This design comes from an exercise in tuning for small area on the open sky130 flow, not from production work.
Function was checked by simulation only, so behaviour that the tests miss may differ from the original.
Power figures rest on the tool's default switching activity, not on a simulated workload.

==> flow/design.v (excerpt) <==
module calc (
	output [3:0] col,
	input [3:0] row,
	output [6:0] sseg_A,
	output [9:0] sseg_C,
	output [35:0] value,
	output valid,
	output neg,
	input clk,
	input reset
);
wire det;
wire [3:0] code;
wire idle;
keyscan u_scan (.clk(clk), .reset(reset), .row(row), .take(idle), .col(col), .det(det),
	.code(code));
wire [3:0] sel;
wire [1:0] c4;
wire conv, rot, qin, err, setu;
wire Q35, Q34;
display u_disp (.clk(clk), .reset(reset), .conv(conv), .rot(rot), .qin(qin),
	.err(err), .setu(setu), .sel(sel), .c4(c4), .q35(Q35), .q34(Q34),
	.sseg_A(sseg_A), .sseg_C(sseg_C));
wire wrn, wrd;
wire [35:0] S, nend;
wire [3:0] dwd, dend, dfirst;
nring u_nring (.clk(clk), .wr(wrn), .d(S), .q(nend));
dring u_dring (.clk(clk), .wr(wrd), .d(dwd), .q(dend), .q0(dfirst));
wire xp, xs, sb, selV, selW, inv, cin, vload;
wire selE8, selE2, selE1;
wire [3:0] dend_c, dfirst_c;
wire [35:0] V;
wire P35;
datapath u_dp (.clk(clk), .xp(xp), .xs(xs), .sb(sb), .selV(selV), .selW(selW),
	.selE8(selE8), .selE2(selE2), .selE1(selE1), .dend(dend), .dfirst(dfirst),
	.inv(inv), .cin(cin), .vload(vload),
	.nend(nend), .S(S), .V(V), .P35(P35));
control u_ctl (.clk(clk), .reset(reset), .det(det), .code(code), .sel(sel), .c4(c4),
	.nend35(nend[35]), .dend(dend), .dfirst(dfirst), .P35(P35), .Q35(Q35),
	.Q34(Q34), .V35(V[35]), .S35(S[35]),
	.xp(xp), .xs(xs), .sb(sb), .selV(selV), .selW(selW), .selE8(selE8), .selE2(selE2),
	.selE1(selE1), .inv(inv), .cin(cin), .vload(vload), .wrn(wrn), .wrd(wrd), .dwd(dwd),
	.conv(conv), .rot(rot), .qin(qin), .setu(setu), .err(err), .valid(valid),
	.idle(idle));
  ...
Size in the first run: about 510 flip-flops.
export LEC_CHECK = 0
export CAP_MARGIN = 20
export CORE_MARGIN = 2
export CORE_UTILIZATION = 75
export SLEW_MARGIN = 20
create_clock -name core_clock -period 170.0 [get_ports {clk}]
standard.sh (not shown) runs the stock make flow with config.mk's settings and CLKGATE_MAP_FILE= SYNTH_SCRIPT=/design/flow/synth_recipe.tcl, a recipe that flattens the netlist after the stock synthesis.
==> flow/flow/run.sh <==
#!/bin/bash
# Layout flow: the standard flow (standard.sh) with three changes to how the
# layout is built:
#  - ABC maps the logic with an area-oriented script (abc_area.script beside
#    this file) in place of ORFS's, and Yosys extracts only full adders before
#    it (no half adders); the registers are mapped before either runs, so they
#    are the standard synthesis's;
#  - ports are buffered with the smallest buffer;
#  - the clock tree uses small clock buffers in larger sink clusters, without
#    dummy loads.
# The make output goes to standard.log; ORFS keeps each step's log in orfs/logs.
set -euo pipefail
here=$(pwd)
rm -rf "$here/scripts"
cp -r "$FLOW_HOME/scripts" "$here/scripts"
cp "$here/flow/abc_area.script" "$here/scripts/abc_area.script"
# extract only full adders (the ALU's adder); leave other logic to ABC
sed -i 's/^  extract_fa {\*}\[dont_use_extract_fa_args\]$/  extract_fa -fa/' "$here/scripts/synth.tcl"
grep -q '^  extract_fa -fa$' "$here/scripts/synth.tcl"
bash standard.sh \
	"SCRIPTS_DIR=$here/scripts" \
	"ABC_AREA=1" \
	"CTS_ARGS=-sink_clustering_enable -repair_clock_nets -dont_use_dummy_load -buf_list sky130_fd_sc_hd__clkbuf_4 -sink_clustering_size 10 -sink_clustering_max_diameter 40" \
	"BUFFER_PORTS_ARGS=-buffer_cell sky130_fd_sc_hd__buf_1" \
	finish > standard.log 2>&1
==> flow/flow/abc_area.script <==
strash
&get -n
&fraig -x
&put
scorr
dc2
strash
&get -n
&dch -f
&nf -R 1000
&put
Change:
==> flow/flow/run.sh (replaced) <==
#!/bin/bash
# Layout flow: the standard flow (standard.sh) with three changes to how the
# layout is built:
#  - ABC maps the logic with an area-oriented script (abc_area.script beside
#    this file) in place of ORFS's; the registers are mapped before ABC runs, so
#    they are the standard synthesis's;
#  - ports are buffered with the smallest buffer;
#  - the clock tree uses small clock buffers in larger sink clusters, without
#    dummy loads.
# The make output goes to standard.log; ORFS keeps each step's log in orfs/logs.
set -euo pipefail
here=$(pwd)
rm -rf "$here/scripts"
cp -r "$FLOW_HOME/scripts" "$here/scripts"
cp "$here/flow/abc_area.script" "$here/scripts/abc_area.script"
bash standard.sh \
	"SCRIPTS_DIR=$here/scripts" \
	"ABC_AREA=1" \
	"CTS_ARGS=-sink_clustering_enable -repair_clock_nets -dont_use_dummy_load -buf_list sky130_fd_sc_hd__clkbuf_4 -sink_clustering_size 10 -sink_clustering_max_diameter 40" \
	"BUFFER_PORTS_ARGS=-buffer_cell sky130_fd_sc_hd__buf_1" \
	finish > standard.log 2>&1
After rerunning:
- fmax hardly moves
- global-route usage increases by 0.75 points
- cell area increases by 2.9%
- sequential power stays flat
- worst hold slack improved by 0.069 ns
- routed wire length increases by 5.2%

[static timing again, ports no longer ideal]
How much do the figures lean on ideal ports? The routed layouts below were timed once more, with nothing changed but the port constraints. Step 1, drivers: a clkbuf_16 drives clk and a buf_2 each remaining input, both assumed. Step 2 also shifts input and output timing later by t, the mid clock arrival at the registers, as if the neighbouring blocks saw the same clock. Slacks: no drivers / after step 1 / after step 2; pairs: no drivers / after step 1.
| run | t, ns | setup slack, ns | hold slack, ns | worst register clock-pin slew, ns |
|---|---|---|---|---|
| the first run | 0.704 | 133.999 / 133.959 / 133.969 | 0.239 / 0.239 / 0.239 | 0.12 / 0.12 |
| the second run | 0.722 | 133.997 / 133.952 / 134.219 | 0.309 / 0.309 / 0.309 | 0.12 / 0.12 |
After both steps setup and hold are still met in every run listed. The setup slack of the first run, which loses most, moves by -0.040 ns with the drivers and by -0.030 ns with both steps.
